Source: an optimization exercise on an open RTL-to-GDS flow (aim: small area). Production flows keep margins and buffers that such runs may drop.
Function was checked by simulation only, so behaviour that the tests miss may differ from the original.
Power figures rest on the tool's default switching activity, not on a simulated workload.

## top_stopwatch
module top_stopwatch (
    rst,
    clk,
    quick,
    start_stop,
    seg_s001,
    seg_s01,
    seg_s1,
    seg_s10,
    seg_m1,
    seg_m10
);
  input rst, clk, start_stop;
  input [3:0] quick;
  output [6:0] seg_s001, seg_s01, seg_s1, seg_s10, seg_m1, seg_m10;
  wire [3:0] d0, d1, d2, d4, d5;
  wire tick, l0, l1, l2, l3, l4, l5;
  clk_dll u0 (rst, clk, quick, start_stop, tick);
  wire e1 = tick & l0;
  wire e2 = e1 & l1;
  wire e3 = e2 & l2;
  wire e4 = e3 & l3;
  wire e5 = e4 & l4;
  cnt_100 u1 (rst, clk, tick, l0, d0);
  cnt_100 u2 (rst, clk, e1, l1, d1);
  cnt_100 u3 (rst, clk, e2, l2, d2);
  cnt_60 u4 (rst, clk, e3, l3, seg_s10);
  cnt_100 u5 (rst, clk, e4, l4, d4);
  cnt_100 u6 (rst, clk, e5, l5, d5);
  seg7 s001 (d0, seg_s001);
  seg7 s01 (d1, seg_s01);
  seg7 s1 (d2, seg_s1);
  seg7 m1 (d4, seg_m1);
  seg7 m10 (d5, seg_m10);
endmodule
Size: about 280 cells after synthesis, about 49 I/O pins.
export LEC_CHECK = 0
export CAP_MARGIN = 20
export CORE_MARGIN = 2
export CORE_UTILIZATION = 40
export SLEW_MARGIN = 20
create_clock -name core_clock -period 10.0 [get_ports {clk}]
standard.sh (not shown) runs the stock make flow with config.mk's settings and CLKGATE_MAP_FILE= SYNTH_SCRIPT=/design/flow/synth_recipe.tcl, a recipe that flattens the netlist after the stock synthesis.
==> flow/flow/run.sh <==
#!/bin/bash
# Own flow: the standard synthesis, then the combinational logic between the
# registers is mapped again by ABC for area (registers, their names and cell
# types are kept as the standard synthesis made them), then the standard
# layout steps from floorplan to finish.
set -euo pipefail
W=$PWD
R=$W/orfs/results/${FLOW_PLATFORM:-sky130hd}/top_stopwatch/base
YOSYS=$FLOW_HOME/../tools/install/yosys/bin/yosys
[ -x "$YOSYS" ] || YOSYS=$(command -v yosys)
LIB=$FLOW_HOME/platforms/sky130hd/lib/sky130_fd_sc_hd__tt_025C_1v80.lib

# 1. standard synthesis (up to the Yosys netlist)
bash standard.sh "$R/1_2_yosys.v" > $W/std_synth.log 2>&1
cp "$R/1_2_yosys.v" $W/std_yosys.v

# 2. area remap of the combinational logic: a few ABC scripts, keep the smallest
best=""; best_area=""
for abc in $W/flow/area*.abc; do
  k=$(basename $abc .abc)
  sed -e "s|@LIB@|$LIB|g" -e "s|@IN@|$W/std_yosys.v|g" -e "s|@OUT@|$W/remap_$k.v|g" \
      -e "s|@ABC@|$abc|g" -e "s|@CONSTR@|$W/flow/abc.constr|g" \
      -e "s|@TOP@|$FLOW_TOP|g" $W/flow/remap.ys > $W/remap_$k.ys
  "$YOSYS" -s $W/remap_$k.ys > $W/remap_$k.log 2>&1 || continue
  a=$(sed -n "s/.*Chip area for module.*: *\([0-9.]*\).*/\1/p" $W/remap_$k.v.stat | head -1)
  echo "$k $a" >> $W/remap_areas.txt
  if [ -n "$a" ] && { [ -z "$best_area" ] || python3 -c "import sys; sys.exit(0 if $a < $best_area else 1)"; }; then
    best=$k; best_area=$a
  fi
done
echo "chosen $best $best_area" >> $W/remap_areas.txt
cp $W/remap_$best.v $W/remap.v

# 3. prove the remapped netlist equal to the standard one, register by register
python3 $W/flow/cutregs.py $W/std_yosys.v $W/cut_std.v "$FLOW_TOP" > $W/cutregs.log 2>&1
python3 $W/flow/cutregs.py $W/remap.v $W/cut_remap.v "$FLOW_TOP" >> $W/cutregs.log 2>&1
sed -e "s|@LIB@|$LIB|g" -e "s|@GOLD@|$W/cut_std.v|g" -e "s|@GATE@|$W/cut_remap.v|g" \
    -e "s|@TOP@|$FLOW_TOP|g" $W/flow/equiv.ys > $W/equiv_run.ys
"$YOSYS" -s $W/equiv_run.ys > $W/equiv.log 2>&1

# 4. the standard layout from the remapped netlist; each port still gets
#    its own buffer, the smallest one (the outputs drive 0.01 pF)
export BUFFER_PORTS_ARGS="-buffer_cell sky130_fd_sc_hd__buf_1"
cp $W/remap.v "$R/1_2_yosys.v"
rm -f "$R/1_synth.odb" "$R/1_synth.sdc"
bash standard.sh > $W/std_layout.log 2>&1
test -s $W/out/final.def
Other scripts of this flow, unchanged in this note and not shown: flow/flow/abc.constr, flow/flow/area1.abc, flow/flow/area11.abc, flow/flow/area4.abc, flow/flow/area5.abc, flow/flow/area7.abc, flow/flow/area8.abc, flow/flow/cutregs.py, flow/flow/equiv.ys, flow/flow/remap.ys
Edit:
--- a/flow/flow/run.sh
+++ b/flow/flow/run.sh
@@ -42,4 +42,6 @@
 #    its own buffer, the smallest one (the outputs drive 0.01 pF)
 export BUFFER_PORTS_ARGS="-buffer_cell sky130_fd_sc_hd__buf_1"
+# clock tree arguments, when flow/cts_args gives them
+if [ -s $W/flow/cts_args ]; then export CTS_ARGS="$(cat $W/flow/cts_args)"; fi
 cp $W/remap.v "$R/1_2_yosys.v"
 rm -f "$R/1_synth.odb" "$R/1_synth.sdc"
==> flow/flow/cts_args (new file) <==
-sink_clustering_enable -sink_clustering_size 30 -buf_list sky130_fd_sc_hd__clkbuf_8 -dont_use_dummy_load -repair_clock_nets
Wire length rises by about 0.8%.
Clock power falls by about 10%.
Total power falls by about 2.4%.
Edit:
==> flow/flow/cts_args (replaced) <==
-buf_list sky130_fd_sc_hd__clkbuf_16 -root_buf sky130_fd_sc_hd__clkbuf_16 -dont_use_dummy_load -repair_clock_nets
Effect: Synthesized area stays the same. Total power went up by 7.8%. Clock skew stays flat. Design area went up by 2.0%. Count of clock-buffer cells in the layout is unchanged. Global-route usage is about the same. Combinational power stays flat. Routed wire length stays flat. Non-clock buffer count stays the same.

Setup of v26:
Starting RTL as in the previous note.
export LEC_CHECK = 0
export CAP_MARGIN = 20
export CORE_MARGIN = 2
export CORE_UTILIZATION = 40
export SLEW_MARGIN = 20
create_clock -name core_clock -period 10.0 [get_ports {clk}]
==> flow/flow/run.sh <==
#!/bin/bash
# Own flow: the standard synthesis; then smaller netlists with the same
# registers (names and cell types as the standard synthesis made them), from
# ABC area mapping of the logic between the registers; the smallest one proven
# equal to the standard netlist goes through the standard layout steps,
# from floorplan to finish. Each tool's output goes to a log file here.
set -euo pipefail
W=$PWD
R=$W/orfs/results/${FLOW_PLATFORM:-sky130hd}/top_stopwatch/base
YOSYS=$FLOW_HOME/../tools/install/yosys/bin/yosys
[ -x "$YOSYS" ] || YOSYS=$(command -v yosys)
LIB=$FLOW_HOME/platforms/sky130hd/lib/sky130_fd_sc_hd__tt_025C_1v80.lib

# 1. standard synthesis (up to the Yosys netlist)
bash standard.sh "$R/1_2_yosys.v" > $W/std_synth.log 2>&1
cp "$R/1_2_yosys.v" $W/std_yosys.v

# 2. candidate netlists, each with the standard synthesis's registers:
#    (a) the standard netlist's combinational logic mapped again by ABC;
#    (b) the design synthesized again without half-adder extraction.
#    Each with a few ABC area scripts.
fill() {
  sed -e "s|@LIB@|$LIB|g" -e "s|@IN@|$W/std_yosys.v|g" -e "s|@DESIGN@|$W/design.v|g" \
      -e "s|@OUT@|$2|g" -e "s|@ABC@|$3|g" -e "s|@CONSTR@|$W/flow/abc.constr|g" \
      -e "s|@FLOW@|$FLOW_HOME|g" -e "s|@TOP@|$FLOW_TOP|g" "$1"
}
: > $W/cand_areas.txt
for abc in $W/flow/area*.abc; do
  k=$(basename $abc .abc)
  for kind in remap alt; do
    ys=$W/flow/remap.ys; [ $kind = alt ] && ys=$W/flow/synth_alt.ys
    out=$W/cand_${kind}_$k.v
    fill $ys $out $abc > $W/cand_${kind}_$k.ys
    "$YOSYS" -s $W/cand_${kind}_$k.ys > $W/cand_${kind}_$k.log 2>&1 || continue
    a=$(sed -n "s/.*Chip area for module.*: *\([0-9.]*\).*/\1/p" $out.stat | head -1)
    [ -n "$a" ] && echo "$a $out" >> $W/cand_areas.txt
  done
done
sort -n $W/cand_areas.txt > $W/cand_sorted.txt

# 3. take the smallest candidate that is proven equal to the standard netlist,
#    register by register (registers cut into ports, SAT on the miter)
python3 $W/flow/cutregs.py $W/std_yosys.v $W/cut_std.v "$FLOW_TOP" > $W/cutregs.log 2>&1
chosen=""
while read -r a cand; do
  python3 $W/flow/cutregs.py $cand $W/cut_cand.v "$FLOW_TOP" >> $W/cutregs.log 2>&1 || continue
  sed -e "s|@LIB@|$LIB|g" -e "s|@GOLD@|$W/cut_std.v|g" -e "s|@GATE@|$W/cut_cand.v|g" \
      -e "s|@TOP@|$FLOW_TOP|g" $W/flow/equiv.ys > $W/equiv_run.ys
  if "$YOSYS" -s $W/equiv_run.ys > $W/equiv_$(basename $cand .v).log 2>&1; then
    chosen=$cand; echo "chosen $a $cand" >> $W/cand_areas.txt; break
  fi
  echo "not equal: $cand" >> $W/cand_areas.txt
done < $W/cand_sorted.txt
if [ -z "$chosen" ]; then chosen=$W/std_yosys.v; echo "chosen the standard netlist" >> $W/cand_areas.txt; fi
cp $chosen $W/remap.v

# 4. the standard layout from the remapped netlist; each port still gets
#    its own buffer, the smallest one (the outputs drive 0.01 pF)
export BUFFER_PORTS_ARGS="-buffer_cell sky130_fd_sc_hd__buf_1"
# clock tree arguments, when flow/cts_args gives them
if [ -s $W/flow/cts_args ]; then export CTS_ARGS="$(cat $W/flow/cts_args)"; fi
cp $W/remap.v "$R/1_2_yosys.v"
rm -f "$R/1_synth.odb" "$R/1_synth.sdc"
bash standard.sh > $W/std_layout.log 2>&1
test -s $W/out/final.def
==> flow/flow/area12.abc <==
strash
dc2
dc2
dc2
dc2
dc2
dc2
&get -n
&st
&dch -f
&nf -R 1000 -a
&put
topo
==> flow/flow/cts_args <==
-sink_clustering_enable -sink_clustering_size 30 -buf_list sky130_fd_sc_hd__clkbuf_8 -dont_use_dummy_load -repair_clock_nets
Other scripts of this flow, unchanged in this note and not shown: flow/flow/abc.constr, flow/flow/area1.abc, flow/flow/area11.abc, flow/flow/area4.abc, flow/flow/area5.abc, flow/flow/area7.abc, flow/flow/area8.abc, flow/flow/cutregs.py, flow/flow/equiv.ys, flow/flow/remap.ys, flow/flow/synth_alt.ys
diff inputs: v26 => v7
==> flow/flow/cts_args <==
-buf_list sky130_fd_sc_hd__clkbuf_16 -sink_clustering_enable -sink_clustering_size 50 -sink_clustering_max_diameter 500 -sink_buffer_max_cap_derate 1.0 -dont_use_dummy_load -repair_clock_nets
[summary]
- In terms of data required time at the worst endpoint, v7 and v26 differ only marginally.
- There was hardly any difference in fmax between v26 and v7.
- Diff v26..v7 | non-clock buffer share of cell area | negligible
- Relative to v26, the final cell area reported for v7 is higher.
- When v7 is set beside v26, its sequential share of layout area turns out to be 0.86 points smaller.
Inputs modified between v7 and v4:
==> flow/flow/cts_args <==
-sink_clustering_enable -sink_clustering_size 50 -sink_clustering_max_diameter 300 -buf_list sky130_fd_sc_hd__clkbuf_8 -dont_use_dummy_load -repair_clock_nets
removed: flow/flow/area12.abc
### Flow results
v7 has completed all stages; timing, DRC and antenna checks passed. v4 ended with every stage complete and zero timing, DRC or antenna violations. v4 vs. v7: wire length went down by 1.9%. Diff v7 and v4: number of logic inverters in the finished layout lower in v4. When the final numbers for v7 and v4 were put side by side, the total number of vias turned out to be greater in v4. Comparing v7 and v4, global-route wire length before repair is higher on v7. v7 -> v4: data-path buffer share of cell area in the final layout flat. v4 vs v7: final hold slack up in v4. Most common library cell in the layout ignoring fill and taps = sky130_fd_sc_hd__nor2_1: v4; most common library cell in the layout ignoring fill and taps = sky130_fd_sc_hd__dfrtp_1: v7. From v7 to v4 the numbers moved as follows: height of the die rose by about 0.6%; maximum frequency rose by 4.9 MHz; register fraction of the total cell area rose by 0.38 points.
## Diff of input files: v39 against v4
==> flow/flow/area12.abc (new file) <==
strash
dc2
dc2
dc2
dc2
dc2
dc2
&get -n
&st
&dch -f
&nf -R 1000 -a
&put
topo
==> flow/flow/cts_args <==
-sink_clustering_enable -buf_list sky130_fd_sc_hd__clkbuf_4 -root_buf sky130_fd_sc_hd__clkbuf_8 -dont_use_dummy_load -repair_clock_nets
==> run summary <==
Per the comparison of v39 with v4, worst setup slack lost 0.091 ns, area occupied by multi-input gates went down by 46 um^2. Compared with v4, in v39 total number of vias fell 40, total power of the final layout fell 1.6%. v39 ended with every stage complete and zero timing, DRC or antenna violations.
The following lists how v16 was set up differently from v39:
==> flow/flow/cts_args <==
-sink_clustering_enable -sink_clustering_size 30 -buf_list sky130_fd_sc_hd__clkbuf_8 -dont_use_dummy_load -repair_clock_nets
removed: flow/flow/area12.abc
### Flow results
- Synthesized netlist net count (v16 vs. v39) increases by a few percent
- The higher number of standard cells after synthesis of v16 and v39 is in v16.
- Re sequential cell area: no difference whatsoever between v39 and v16.
- Between v16 and v39, reported combinational group power is higher for v16, v39 comes in under that.
- Comparing share of cell area taken by flip-flops and latches for v16 and v39, the smaller number came from v16.
- Cmp v16 vs v39: final period utilization lower in v16

-- port drivers added, routing unchanged --
Ports are ideal in the flow. The routed layouts listed here were re-timed in OpenROAD.
Step 1, drivers: a clkbuf_16 drives clk and a buf_2 each remaining input, both assumed.
Step 2 times the ports against the registers' clock, not the clock port: input delays grow and output delays shrink by t, the midpoint of the rising clock arrivals with the driver on.
Slacks: ideal / step 1 / step 2; pairs: ideal / step 1.
run | t, ns | slack for setup (ns) | hold WS [ns]
the first run of note 1 | 0.328 | 5.499 / 5.499 / 5.499 | 0.502 / 0.502 / 0.502
the second run of note 1 | 0.325 | 5.506 / 5.506 / 5.506 | 0.503 / 0.503 / 0.503
the third run of note 1 | 0.310 | 5.510 / 5.510 / 5.510 | 0.497 / 0.497 / 0.497
v26 | 0.314 | 5.568 / 5.568 / 5.568 | 0.496 / 0.496 / 0.496
v7 | 0.309 | 5.565 / 5.565 / 5.565 | 0.495 / 0.495 / 0.495
v4 | 0.315 | 5.660 / 5.660 / 5.660 | 0.501 / 0.501 / 0.501
v39 | 0.314 | 5.568 / 5.568 / 5.568 | 0.496 / 0.496 / 0.496
v16 | 0.315 | 5.660 / 5.660 / 5.660 | 0.501 / 0.501 / 0.501
After both steps setup and hold are still met in every run listed.
